What follows belongs to an exercise in optimizing a design on an open flow for small area and a short achievable clock period; a production flow would make more cautious choices.
RTL that was checked went through simulation tests only; none was proved equivalent to the original.
The RTL of run 1 was laid out without a check of its function.
Power and IR drop assume default switching activity.

`design/flow/standard.sh`:
```
#!/bin/bash
# synth_recipe.tcl (not shown) runs the flow's synth.tcl, then flattens the netlist and writes it again
# the make line also repeats each setting of config.mk as NAME=value (left out here)
make -C /OpenROAD-flow-scripts/flow DESIGN_CONFIG=/design/flow/config.mk WORK_HOME=/design/flow/orfs CLKGATE_MAP_FILE= SYNTH_SCRIPT=/design/flow/synth_recipe.tcl "${@:-finish}"
```
`design/flow/design.v`:
```
`timescale 1ns / 1ps
module xwe (
      input [3:0]   op,
      input [9:0]   ia,
      input [9:0]   rb,
      output [15:0] we
      );
   wire store = op == 4'd9 || op == 4'd11;
   wire viab  = op[3:1] == 3'b101;   
   wire [9:0] a = viab ? rb : ia;
   wire rf = a[9] && a[8:4] == 5'd0;
   assign we = {16{store && rf}} & (16'd1 << a[3:0]);
endmodule
`timescale 1ns / 1ps
module xregf (
      input [31:0]  c,
      input [31:0]  x0,
      input [31:0]  x1,
      output [31:0] q
      );
   genvar k;
   generate for (k = 0; k < 32; k = k + 1) begin : sel
      assign q[k] = c[k] ? x1[k] : x0[k];
   end endgenerate
endmodule
`timescale 1ns / 1ps
module xaddr_decoder (
      input [3:0]  op,
      input [9:0]  ia,
      input [9:0]  rb,
      output       ram_sel,
      output       ram_we,
      output [8:0] ram_addr,
      output       trap
      );
   wire ti = ia[9] && (ia[8:5] != 4'd0 || ia[4] && ia[3:1] != 3'd0);
   wire tb = rb[9] && (rb[8:5] != 4'd0 || rb[4] && rb[3:1] != 3'd0);
   wire bus_lo = op[2] ? !op[1] : op[1] ^ op[0];
   assign ram_sel  = op[3] ? !op[2] && (op[1] ? !rb[9] : !ia[9]) : bus_lo && !ia[9];
   assign trap     = op[3] ? !op[2] && (op[1] ? tb : ti) : bus_lo && ti;
   assign ram_we   = op[3] && !op[2] && op[0];
   assign ram_addr = op[3] && op[1] ? rb[8:0] : ia[8:0];
endmodule
`timescale 1ns / 1ps
module xcore (
      input             clk,
      input             rst,
      output reg [8:0]  pc,
      input [31:0]      instruction,
      output            ram_sel,
      output            ram_we,
      output [8:0]      ram_addr,
      output [31:0]     ram_wdata,
      input [31:0]      ram_rdata,
      output            trap
      );
   reg [31:0] regB;
   reg [31:0] regf [0:15];
   reg [31:0] aa, pB;
   reg [2:0]  pC;
   reg        k_sub, k_shft, k_and, k_xor, k_hold, k_flags;
   wire [31:0] p  = aa ^ pB;
   wire [31:0] g  = aa & pB;
   reg  [31:0] gk, pk;
   integer l, j;
   always @* begin
      gk = g;
      pk = p;
      for (l = 1; l < 32; l = l * 2)
        for (j = 31; j >= l; j = j - 1) begin
           gk[j] = gk[j] | (pk[j] & gk[j-l]);
           pk[j] = pk[j] & pk[j-l];
        end
   end
   wire [31:0] c  = {gk[30:0], 1'b0};    
   wire [31:0] ps = p ^ {32{k_sub}};     
   wire shl = pB[31];                    
   reg [31:0] e;
   always @* begin
      if (k_shft)
        e = shl ? {aa[30:0], 1'b0} : {aa[31], aa[31:1]};
      else if (k_and)
        e = g;
      else if (k_xor)
        e = p;
      else
        e = aa;
   end
   wire sumop = !(k_shft || k_and || k_xor || k_hold);
   wire [31:0] x0 = sumop ? ps : e;
   wire [31:0] x1 = sumop ? ~ps : e;
   wire [31:0] regA;
   genvar k;
   generate for (k = 0; k < 32; k = k + 1) begin : sel
      assign regA[k] = c[k] ? x1[k] : x0[k];
   end endgenerate
   wire fx = k_sub ? ~(aa[31] & pB[31]) : (aa[31] | pB[31]);
   reg  [2:0] flags;
   always @* begin
      if (k_shft)
        flags = shl ? {aa[30], aa[31] ^ aa[30], aa[31]} : {aa[31], 2'b00};
      else if (k_and)
        flags = {g[31], 2'b00};
      else if (k_xor)
        flags = {p[31], 2'b00};
      else
        flags = c[31] ? {~ps[31], ~fx, fx} : {ps[31], 2'b00};
   end
   wire [2:0] regC = k_flags ? flags : pC;
   wire [3:0] op = instruction[31:28];
   wire op_sub  = op == 4'd2;
   wire op_shft = op == 4'd3;
   wire op_and  = op == 4'd4;
   wire op_xor  = op == 4'd5;
   wire op_ldih = op == 4'd7;
   wire alu     = op[3:1] == 3'b000 || op[3:1] == 3'b001 || op[3:1] == 3'b010;   
   wire load    = op == 4'd6 || op == 4'd7 || op == 4'd8 || op == 4'd10;
   wire store   = op == 4'd9 || op == 4'd11;
   wire branch  = op[3:2] == 2'b11;
   wire immop   = op == 4'd0 || op == 4'd3 || op == 4'd6 || op == 4'd7;
   wire busop   = op == 4'd1 || op == 4'd2 || op == 4'd4 || op == 4'd5 || op[3:2] == 2'b10;
   wire viab    = op[3:1] == 3'b101;   
   function [4:0] dec;    
      input [9:0] a;
      reg hi;
      begin
         hi = a[9] && a[8:5] == 4'd0;
         dec = {a[9] && !hi || hi && a[4] && a[3:1] != 3'd0,
                hi && !a[4], hi && a[4:0] == 5'd16, hi && a[4:0] == 5'd17, hi};
      end
   endfunction
   wire [4:0] di = dec(instruction[9:0]);
   wire [4:0] dh = dec(regA[9:0]);
   wire [4:0] db = dec(regB[9:0]);
   xaddr_decoder outs (.op(op), .ia(instruction[9:0]), .rb(regB[9:0]),
                       .ram_sel(ram_sel), .ram_we(ram_we), .ram_addr(ram_addr), .trap(trap));
   xregf wdata (.c(c), .x0(x0), .x1(x1), .q(ram_wdata));
   wire is_rf = viab ? db[3] : di[3];
   wire is_rb = viab ? db[2] : op_ldih ? dh[2] : di[2];
   wire is_rc = viab ? db[1] : op_ldih ? dh[1] : di[1];
   wire [31:0] imm = op_ldih ? {instruction[15:0], regA[15:0]} : {{4{instruction[27]}}, instruction[27:0]};
   wire [3:0]  ra = viab ? regB[3:0] : instruction[3:0];
   wire [31:0] m0 = ra[3] ? (ra[2] ? regf[12] : regf[8]) : (ra[2] ? regf[4] : regf[0]);
   wire [31:0] m1 = ra[3] ? (ra[2] ? regf[13] : regf[9]) : (ra[2] ? regf[5] : regf[1]);
   wire [31:0] m2 = ra[3] ? (ra[2] ? regf[14] : regf[10]) : (ra[2] ? regf[6] : regf[2]);
   wire [31:0] m3 = ra[3] ? (ra[2] ? regf[15] : regf[11]) : (ra[2] ? regf[7] : regf[3]);
   wire [31:0] rf_rd = ra[1] ? (ra[0] ? m3 : m2) : (ra[0] ? m1 : m0);
   wire s_imm = immop && !is_rb && !is_rc;
   wire s_ram = busop && (viab ? !regB[9] : !instruction[9]);
   wire s_rf  = busop && is_rf;
   wire [31:0] operand = ({32{is_rb}} & regB) | ({32{is_rc}} & {29'd0, regC}) |
                         ({32{s_imm}} & imm) | ({32{s_ram}} & ram_rdata) |
                         ({32{s_rf}} & rf_rd) | {32{branch}};
   wire a_zero = regA == 32'd0;
   wire taken = branch && (op[1] ? !a_zero : a_zero);
   always @(posedge clk, posedge rst)
     if (rst) begin
        pc <= 9'd0;
        regB <= 32'd0;
        aa <= 32'd0;
        pB <= 32'd0;
        pC <= 3'd0;
        {k_sub, k_shft, k_and, k_xor, k_hold, k_flags} <= 6'd0;
     end else begin
        pc <= taken ? (op[0] ? regB[8:0] : instruction[8:0]) : pc + 9'd1;
        aa <= load ? 32'd0 : op_sub ? ~regA : regA;
        pB <= operand;
        pC <= regC;
        k_sub   <= op_sub;
        k_shft  <= op_shft;
        k_and   <= op_and;
        k_xor   <= op_xor;
        k_hold  <= store;
        k_flags <= alu;
        if (store && is_rb)
          regB <= regA;
     end
   wire [15:0] we;
   xwe wdec (.op(op), .ia(instruction[9:0]), .rb(regB[9:0]), .we(we));
   integer w;
   always @(posedge clk)
     for (w = 0; w < 16; w = w + 1)
       if (we[w])
         regf[w] <= regA;
endmodule
```
`design/flow/config.mk`:
```
export PLATFORM = sky130hd
export DESIGN_NAME = xcore
export DESIGN_NICKNAME = xcore
export VERILOG_FILES = /design/flow/design.v
export SDC_FILE = /design/flow/constraint.sdc
export NUM_CORES = 4
export LEC_CHECK = 0
export ABC_AREA = 1
export CAP_MARGIN = 20
export CORE_MARGIN = 2
export CORE_UTILIZATION = 55
export SETUP_SLACK_MARGIN = 4.1
export SLEW_MARGIN = 20
export TNS_END_PERCENT = 100
```
`design/flow/flow/run.sh`:
```
#!/bin/bash
# The standard ORFS layout (standard.sh), with extra ORFS settings:
# the output logic (modules xaddr_decoder and xregf) and the register file
# write enables (xwe), none holding registers, are kept as modules until ABC
# has mapped them, so their gates are not shared with the core's (synth_recipe.tcl flattens the design afterwards); plain buffers
# on the ports; no dummy loads in the clock tree.
# make's output goes to flow_make.log; each ORFS step keeps its own log
# under orfs/logs/.
set -euo pipefail
bash standard.sh \
  "SYNTH_KEEP_MODULES=xaddr_decoder xregf xwe" \
  "BUFFER_PORTS_ARGS=-buffer_cell sky130_fd_sc_hd__buf_2" \
  "CTS_ARGS=-sink_clustering_enable -repair_clock_nets -dont_use_dummy_load -buf_list sky130_fd_sc_hd__clkbuf_8 -sink_clustering_size 14 -sink_clustering_max_diameter 60" \
  finish > flow_make.log 2>&1
```
`design/flow/constraint.sdc`:
```
create_clock -name core_clock -period 8.5 [get_ports {clk}]
set_input_delay 1.7000 -clock core_clock [delete_from_list [all_inputs] [get_ports {clk}]]
set_output_delay 1.7000 -clock core_clock [all_outputs]
set_load 0.01 [all_outputs]
```
==> results of run 1 <==
stage by stage:
step           total power, W  instances  hold slack, ns
3_5_place_dp         0.008103       4604          0.4594
3_3_place_gp         0.008039       4604          0.4614
2_1_floorplan        0.006773       3851          0.4422
6_report             0.009976       4686          0.4767
4_1_cts              0.009719       4666          0.4818
5_1_grt               0.01056       4686          0.5160
Yosys stat by module (local to each module, per instance):
module | area [sq um] | flops+latches
xcore | 31340 | 626
xregf | 480.5 | 0
xwe | 352.8 | 0
xaddr_decoder | 322.8 | 0
per-layer routing:
metal / global-route usage (%) / vias to the layer above / part of all wire, %
met5: 0 / - / 0
met4: 11.30 / 0 / 3.8
met3: 3.972 / 212 / 8.4
met2: 51.63 / 1274 / 46
met1: 46.55 / 12870 / 42
li1: - / 12650 / -
final cells by class:
cell class                 count  area [sq um]  share of cell area (%)
multi-input combinational   2660         12860                   36.09
antenna                        1         2.502                0.007020
sequential                   626         18250                   51.19
timing repair inverter         1         7.507                 0.02106
clock buffer                  52         715.7                   2.008
timing repair buffer         187          1346                   3.777
tap                          773         967.2                   2.713
inverter                     386          1496                   4.198
cells by family after synthesis:
kind of cell / count (synthesis) / synth area share (%)
flops: 626 / 56.09
other cells: 1 / 0.01154
xor+xnor: 40 / 1.078
buf+inv: 565 / 7.100
fa+ha+maj: 34 / 1.309
compound gates: 365 / 5.864
simple gates: 2217 / 28.45
mux: 2 / 0.09241
power by group:
| part | total, W | leakage, nW | internal, W | switching [W] |
|---|---|---|---|---|
| clock | 0.00147 | 0.374 | 0.000545 | 0.000929 |
| sequential | 0.00442 | 6.01 | 0.00416 | 0.000256 |
| combinational | 0.00409 | 8.81 | 0.00121 | 0.00288 |
tightest hold or removal path, stage by stage (launching register included):
cell	delay (ns)
dfrtp_1	0.35
nand2_1	0.05
nand2_1	0.04
what timing repair did:
item                                    in CTS  in global routing
resized for setup                          103                102
cloned                                       2                  4
endpoints found under the setup margin     100                 97
pin swaps                                    6                 15
setup buffers                                8                 14
flip-flops by register name, indices dropped and copies added (netlist names):
register	flops
k_hold	1
regf	512
pC	3
pB	32
k_sub	1
pc	9
k_xor	1
aa	32
k_shft	1
k_flags	1
k_and	1
regB	32
Yosys cell counts, types with 3 or more instances:
cell | number | area [sq um]
nand2_1 | 1512 | 5675
edfxtp_1 | 512 | 15370
nand3_1 | 482 | 2412
inv_1 | 377 | 1415
a21oi_1 | 234 | 1171
nor2_1 | 127 | 476.7
dfrtp_1 | 114 | 2853
clkbuf_1 | 86 | 322.8
o21ai_0 | 60 | 300.3
buf_2 | 47 | 235.2
o21ai_1 | 47 | 235.2
ha_1 | 34 | 425.4
buf_1 | 24 | 90.09
xnor2_1 | 22 | 192.7
nand2_2 | 18 | 112.6
xor2_1 | 18 | 157.7
nand4_1 | 17 | 106.4
o21ai_2 | 13 | 113.9
buf_6 | 12 | 135.1
nor3_1 | 11 | 55.05
buf_4 | 10 | 75.07
or2_0 | 9 | 56.30
inv_2 | 8 | 30.03
and2_1 | 7 | 43.79
or2_1 | 6 | 37.54
or2_2 | 5 | 31.28
nor2_2 | 4 | 25.02
nand3b_1 | 3 | 22.52
nor2_4 | 3 | 33.78
o21bai_1 | 3 | 22.52
final timing paths:
check,to,slack (ns),from
worst max-delay path,ram_wdata[30],4.14,pB[31]
worst min-delay path,regB[27],0.48,regB[27]
worst max register to register,regB[19],4.59,pB[7]
worst min register to register,regB[27],0.48,regB[27]
max in group asynchronous,aa[22],5.74,rst
min in group asynchronous,pB[3],1.19,rst
==> reports/results.ini, run 1 <==
[die]
core_sq_um=58690
rows=89
die_y_um=247.1
start_util_pct=55.37
dieArea_sq_um=61040
die_w_um=247.1
ios=119

[grt]
grt.total_usage_pct=32.58
overflow=0
grt_pass1_wl_mm=148.9
grt_pass1_vias=25240
grt_antenna_before_repair=2
grt_max_degree=213

[final_layout]
finalNetCount=4014
drive_above_1_share_pct=11.40
final_area_sq_um=35650
fill_cells=5135
final_cell_mix=1,485 x nand2_1, 512 x edfxtp_1, 474 x nand3_1
post-route-util_pct=60.74
final_common_cell=nand2_1
area_growth_pct=9.699

[routing]
avgRoutedWirePerCell_um=21.59
drtAntennaViolNets=0
drt_iter0_drc=2939
via_per_inst=5.764
wirelength_mm=101.2
remaining_drc_errors=0
vias=27010
dr.pass1.iters=6

[clock_tree]
cts_tree=built
postCtsHoldBufs=0
clock-root-buffer=clkbuf_8
clock_latency_ns=0.71
cts_sinks=626
ctsLongestPathBuffers=3
cts_made_buffers=52
cts.htree.levels=2
cts.clk_slew.worst_paths_ns=0.09

[yosys]
syn_inst=3850
yosysWarnings=2
yosysSeqAreaShare_pct=56.09
avgSynthCellArea_sq_um=8.441
ys.flop_type=edfxtp_1
ys_async_sr_fraction_pct=18.21
synth.distinct_cells=49
synth_edf_count=512
synth.cell_area_sq_um=32500
ys_ff_latch=626

[worst_setup_path]
slowest_stage=dfrtp_2
crit_family=compound AO/OA/AOI/OAI gates
cp-start-kind=flop
path_cells=inv_1 > o21ai_0 > nand2_1 > nand2_1 > nand2_1 > o21ai_1 > nand2_1 > nand2_1 > buf_2
crit_required_ns=6.80
critical_path.most_common_cell=nand2_1
cp-end-kind=primary output
cp.depth=9
crit_arrival_ns=2.66
cp_max_fo=12
max_stage_delay_ns=0.57
worst-path-buf-inv=2
critPathKind=reg -> out
reg2reg_depth=20

[placed_design]
pre_cts_ws_ns=3.002
numPortBuffers=118
gp_congestion=0.9831
dp_hpwl_mm=62.62
placed_area_sq_um=33740

[sta]
setup_viol=0
finalSetupTns_ns=0
tightest_slew_ns=0.9895
fmax_ghz=0.2296
period_share_pct=51.24
slew_headroom_pct=34.04
report.final.slew_viol_count=0
period_needed_ns=4.356
fin_skew_ns=0.09909
final-hold-violation-count=0
rsz0062_at_grt=true
fin_ws_ns=4.144

[min_path]
hp-class=reg -> reg
hold_depth=2

[run]
cap_viol_max_count=0

[power_and_ir_drop]
p_per_area_nw_per_um2=279.8
static-leakage-power_nw=15.20
ir_worst_vdd_mv=0.2385

[status]
outcome=timing/DRC/antenna clean

==> run 2, diff against run 1 <==
--- a/design/flow/design.v
+++ b/design/flow/design.v
@@ -1,15 +1,2 @@
-`timescale 1ns / 1ps
-module xwe (
-      input [3:0]   op,
-      input [9:0]   ia,
-      input [9:0]   rb,
-      output [15:0] we
-      );
-   wire store = op == 4'd9 || op == 4'd11;
-   wire viab  = op[3:1] == 3'b101;   
-   wire [9:0] a = viab ? rb : ia;
-   wire rf = a[9] && a[8:4] == 5'd0;
-   assign we = {16{store && rf}} & (16'd1 << a[3:0]);
-endmodule
 `timescale 1ns / 1ps
 module xregf (
@@ -176,10 +163,6 @@
           regB <= regA;
      end
-   wire [15:0] we;
-   xwe wdec (.op(op), .ia(instruction[9:0]), .rb(regB[9:0]), .we(we));
-   integer w;
    always @(posedge clk)
-     for (w = 0; w < 16; w = w + 1)
-       if (we[w])
-         regf[w] <= regA;
+     if (store && is_rf)
+       regf[ra] <= regA;
 endmodule
==> design/flow/flow/run.sh (replaced) <==
#!/bin/bash
# The standard ORFS layout (standard.sh), with extra ORFS settings:
# synthesis with flow/synth.tcl (synth_recipe.tcl with ABC's script replaced
# by flow/abc.script, an area-oriented mapping); the output logic (modules
# xaddr_decoder and xregf, no registers) kept as modules until ABC has mapped
# them, so their gates are not shared with the core's (synth_recipe.tcl
# flattens the design afterwards); plain buffers on the ports; no dummy loads
# in the clock tree. make's output goes to flow_make.log; each ORFS step keeps
# its own log under orfs/logs/.
set -euo pipefail
here=$(pwd)
export OWN_ABC_SCRIPT=$here/flow/abc.script
bash standard.sh \
  "SYNTH_SCRIPT=$here/flow/synth.tcl" \
  "SYNTH_KEEP_MODULES=xaddr_decoder xregf" \
  "BUFFER_PORTS_ARGS=-buffer_cell sky130_fd_sc_hd__buf_2" \
  "CTS_ARGS=-sink_clustering_enable -repair_clock_nets -dont_use_dummy_load -buf_list sky130_fd_sc_hd__clkbuf_8 -sink_clustering_size 14 -sink_clustering_max_diameter 60" \
  finish > flow_make.log 2>&1
==> design/flow/flow/abc.script (new file) <==
strash
dch
map -a
topo
stime -c
buffer -c
topo
stime -c
upsize -c
dnsize -c
==> design/flow/flow/synth.tcl (new file) <==
# synth_recipe.tcl (the standard synthesis), with ABC's mapping script replaced
# by flow/abc.script. Registers are mapped before ABC runs, so they are the
# standard synthesis's.
proc synth {args} { yosys synth -nofsm -noshare {*}$args }
proc abc {args} {
  set i [lsearch -exact $args -script]
  if {$i >= 0} { lset args [expr {$i+1}] $::env(OWN_ABC_SCRIPT) }
  yosys abc {*}$args
}
source $::env(SCRIPTS_DIR)/synth.tcl
# left out here: clear keep_hierarchy, flatten, clean up, hide names made inside functions, write 1_2_yosys.v
--- a/design/flow/config.mk
+++ b/design/flow/config.mk
@@ -10,5 +10,5 @@
 export CORE_MARGIN = 2
 export CORE_UTILIZATION = 55
-export SETUP_SLACK_MARGIN = 4.1
+export SETUP_SLACK_MARGIN = 3.9
 export SLEW_MARGIN = 20
 export TNS_END_PERCENT = 100
==> run 2 against run 1 <==
Compared with the run above: still clean on timing, DRC and antenna; sequential share of layout area increased by 4.8 points; sequential power down 5.2%; combinational power is 3% lower; count of clock-buffer cells in the layout unchanged; total power fell by 3.6%; die area down 12%; final cell count is 27% lower; via count is 18% lower; critical path depth is 8 higher; first-iteration DRC count decreased by 5.9%.
==> reports/results.ini, run 2 <==
[grt]
grt_antenna_before_repair=3  ; +1
grt_pass1_wl_mm=136.6  ; -8.2%
overflow=0  ; unchanged
grt_max_degree=88  ; -59%
grt.total_usage_pct=34.81  ; +2.2 points
grt_pass1_vias=20780  ; -18%

[sta]
fin_ws_ns=3.543  ; -0.6015 ns
rsz0062_at_grt=true
tightest_slew_ns=0.9543  ; -0.03519 ns
fmax_ghz=0.2017  ; -12%
period_needed_ns=4.957  ; +0.6015 ns
period_share_pct=58.32  ; +7.1 points
report.final.slew_viol_count=0  ; unchanged
slew_headroom_pct=36.23  ; +2.2 points
finalSetupTns_ns=0  ; unchanged
setup_viol=0  ; unchanged
final-hold-violation-count=0  ; unchanged
fin_skew_ns=0.05762  ; -0.04147 ns

[routing]
vias=22100  ; -18%
drtAntennaViolNets=0  ; unchanged
wirelength_mm=95.06  ; -6.0%
avgRoutedWirePerCell_um=27.96  ; +30%
drt_iter0_drc=2765  ; -5.9%
remaining_drc_errors=0  ; unchanged
via_per_inst=6.501  ; +13%
dr.pass1.iters=6  ; unchanged

[die]
die_y_um=231.7  ; -6.2%
ios=119  ; unchanged
start_util_pct=55.61  ; +0.23 points
rows=83  ; -6.7%
dieArea_sq_um=53710  ; -12%
die_w_um=231.7  ; -6.2%
core_sq_um=51300  ; -13%

[yosys]
synth.top_cell.area_share_pct=53.89  ; +6.6 points
yosysMostFrequentCell=edfxtp_1
synth.cell_area_sq_um=28530  ; -12%
ys_ff_latch=626  ; unchanged
yosys-top-cells-area=edfxtp_1 54%, dfrtp_1 10%, o22ai_1 6.2%
ys.flop_type=edfxtp_1
synth-adder-area-share_pct=1.491  ; +0.18 points
synth_edf_count=512  ; unchanged
yosys.area_share.xor_xnor_pct=1.044  ; -0.034 points
synth_area_leader_cell=edfxtp_1
synth_simple_gate_area_share_pct=9.632  ; -19 points
synth.distinct_cells=69  ; +41%
avgSynthCellArea_sq_um=11.27  ; +33%
ys_async_sr_fraction_pct=18.21  ; unchanged
syn_inst=2532  ; -34%
synth_top_family_by_area=compound AO/OA/AOI/OAI gates
yosysSeqAreaShare_pct=63.89  ; +7.8 points
yosys-top-cells-count=512 x edfxtp_1, 356 x nand2_1, 282 x o22ai_1, 192 x nor2_1, 187 x o21ai_0
yosysWarnings=1  ; -1
synth_compound_area_share_pct=17.27  ; +11 points
synthMuxAreaShare_pct=1.943  ; +1.9 points

[status]
outcome=timing/DRC/antenna clean

[power_and_ir_drop]
power.share.switching_pct=38.50  ; -2.3 points
power.internal_w=0.005915  ; about the same
pwr-share-seq_pct=43.5  ; -0.8 points
static-leakage-power_nw=11.74  ; -23%
comb_power_share_pct=41.3  ; +0.3 points
ir_worst_vdd_mv=0.1803  ; -24%
p_per_area_nw_per_um2=295.2  ; +5.5%
power_frac_clock_pct=15.2  ; +0.4 points
p_switching_w=0.003703  ; -8.9%

[final_layout]
fill_cells=4070  ; -21%
final_common_cell=edfxtp_1
seqCellArea_sq_um=18240  ; about the same
drive_above_1_share_pct=21.49  ; +10 points
final_cell_mix=512 x edfxtp_1, 337 x nand2_1, 281 x o22ai_1
area_growth_pct=14.22
finalNetCount=2819  ; -30%
top_register=regf
largest_reg_flops=512  ; unchanged
multiInputGateArea_sq_um=9975  ; -22%

[clock_tree]
ctsLongestPathBuffers=3  ; unchanged
cts_made_buffers=52  ; unchanged
cts_sinks=626  ; unchanged
cts.htree.levels=2  ; unchanged
clock-root-buffer=clkbuf_8
cts_tree=built
clock_latency_ns=0.66  ; -0.05 ns
cts.clk_slew.worst_paths_ns=0.09  ; about the same

[worst_setup_path]
max_stage_delay_ns=0.47  ; -0.10 ns
worst-path-buf-inv=6  ; +4
crit_arrival_ns=3.26  ; +0.60 ns
crit_family=compound AO/OA/AOI/OAI gates
crit_required_ns=6.80  ; about the same
path_cells=ha_4 > inv_4 > nor2_1 > inv_1 > o21ai_2 > nor2_2 > inv_2 > a21oi_2 > inv_2 > nand3_2 > o2111ai_4 > a21oi_4 > inv_4 > nand3_4 > nand3_4 > mux2_4 > buf_6
slowest_stage=dfrtp_2
cp-start-kind=flop
critPathKind=reg -> out
cp-end-kind=primary output
cp_max_fo=3  ; -9

[placed_design]
dp_hpwl_mm=59.95  ; -4.3%
gp_congestion=0.9804  ; -0.27%
numPortBuffers=118  ; unchanged
pre_cts_ws_ns=2.061  ; -0.9418 ns

[run]
cap_viol_max_count=0  ; unchanged

[min_path]
hp-class=reg -> reg

-- run 2: cell types whose count changed after synthesis, sizes merged, moves of 33 or more --
cell	before	now
nand2	1531	358
nand3	486	44
o22ai	0	282
inv	385	200
o21ai	120	225
a21oi	234	153
nor2	134	198
buf	93	43
o211ai	2	39
mux2	2	35
-- run 2: logic make-up (layout without fill, tap and decap cells) --
| group | count (synthesis) | after routing |
|---|---|---|
| AND/OR/NAND/NOR | 659 | 667 |
| flip-flops | 626 | 626 |
| AO/OA/AOI/OAI | 801 | 801 |
| multiplexers | 39 | 39 |
| adder cells (fa/ha/maj) | 34 | 34 |
| buffers and inverters | 338 | 515 |
| other | 1 | 4 |
| XOR/XNOR | 34 | 34 |
-- run 2: path summary, 6_finish.rpt --
path	startpoint	to	slack, ns	cells after the start
min in group asynchronous	rst	pB[30]	1.23	3
min	regB[17]	regB[17]	0.50	2
min reg2reg	regB[17]	regB[17]	0.50	2
max	pB[5]	ram_wdata[31]	3.54	17
max reg2reg	pB[2]	pc[6]	4.02	24
max in group asynchronous	rst	pB[8]	5.81	4
-- run 2: per-layer routing --
| layer | GRT usage [%] | vias to the layer above | wire (um) |
|---|---|---|---|
| met4 | 12.38 | 0 | 3726 |
| met5 | 0 | - | 0 |
| met2 | 56.30 | 1205 | 45380 |
| met3 | 4.482 | 199 | 7810 |
| li1 | - | 9717 | - |
| met1 | 48.83 | 10980 | 38150 |
-- run 2: per-module statistics from Yosys, one instance, submodules excluded --
module	area [sq um]	flip-flops and latches	copies in the design	cells
xaddr_decoder	244.0	0	1	46
xregf	480.5	0	1	32
xcore	27800	626	1	2454
-- run 2: area by class of cell --
type,instances,share of cell area (%)
Tap cell,680,2.611
Antenna cell,3,0.02304
Multi-Input combinational cell,1576,30.61
Clock buffer,52,2.196
Sequential cell,626,55.98
Timing Repair inverter,3,0.06912
Timing Repair Buffer,254,5.672
Inverter,206,2.834
-- run 2: worst reg2reg max path: cells and delay by family, from the launching register on --
family	cells	cell delay, ns
AOI/OAI and AO/OA	8	1.16
and+or+nand+nor	5	1.25
adders and majority gates	1	0.27
DFF	1	0.42
buffers and inverters	10	1.27
-- run 2: power groups by stage --
stage | Combinational (W) | Sequential [W] | Clock, W
after global placement | 0.00313 | 0.00424 | 0
after floorplan | 0.00202 | 0.00419 | 0
after CTS | 0.00365 | 0.00418 | 0.00148
after detailed placement | 0.00318 | 0.00425 | 0
final | 0.00397 | 0.00419 | 0.00146
after global routing | 0.00424 | 0.00419 | 0.00158
-- run 2: repair_timing --
item | in CTS | in global routing
buffers inserted | 72 | 25
endpoints found under the setup margin | 541 | 383
gates resized for setup | 177 | 96
pin swaps | 35 | 35
hold buffers | 0 | 0
cloned | 8 | 3
-- run 2: metrics by stage --
stage | instance area (sq um) | utilization (%) | std cells | hold WS (ns) | power (W)
after floorplan | 28590 | - | 2532 | 0.4451 | 0.006208
after global placement | 29860 | 58.21 | 3236 | 0.4673 | 0.007369
after detailed placement | 29880 | 58.25 | 3237 | 0.4755 | 0.007430
after CTS | 32010 | 62.39 | 3369 | 0.4951 | 0.009315
after global routing | 32580 | 63.51 | 3400 | 0.5184 | 0.01001
final | 32580 | 63.51 | 3400 | 0.4990 | 0.009618

[port drivers added, routing unchanged]
The results above use ideal ports. As a check the final layouts listed here were re-extracted and re-timed, cells and wires unchanged.
Step 1 sets driving cells, clkbuf_16 on the clock port and buf_2 on the other inputs (assumed; they add their load-dependent delay and slew).
Step 2 also shifts input and output timing later by t, the mid clock arrival at the registers, as if the neighbouring blocks saw the same clock.
Three values: no drivers, after step 1, after step 2; two values: the first two.
run | t (ns) | setup slack, ns | hold slack, ns | pins driven straight from the clock port
run 1 | 0.711 | 4.144 / 4.089 / 3.628 | 0.477 / 0.477 / 0.477 | 1
run 2 | 0.689 | 3.543 / 3.486 / 3.282 | 0.499 / 0.499 / 0.499 | 1
After both steps every run listed still meets setup and hold. The setup slack of run 1, which loses most, moves by -0.055 ns with the drivers and by -0.516 ns with both steps.
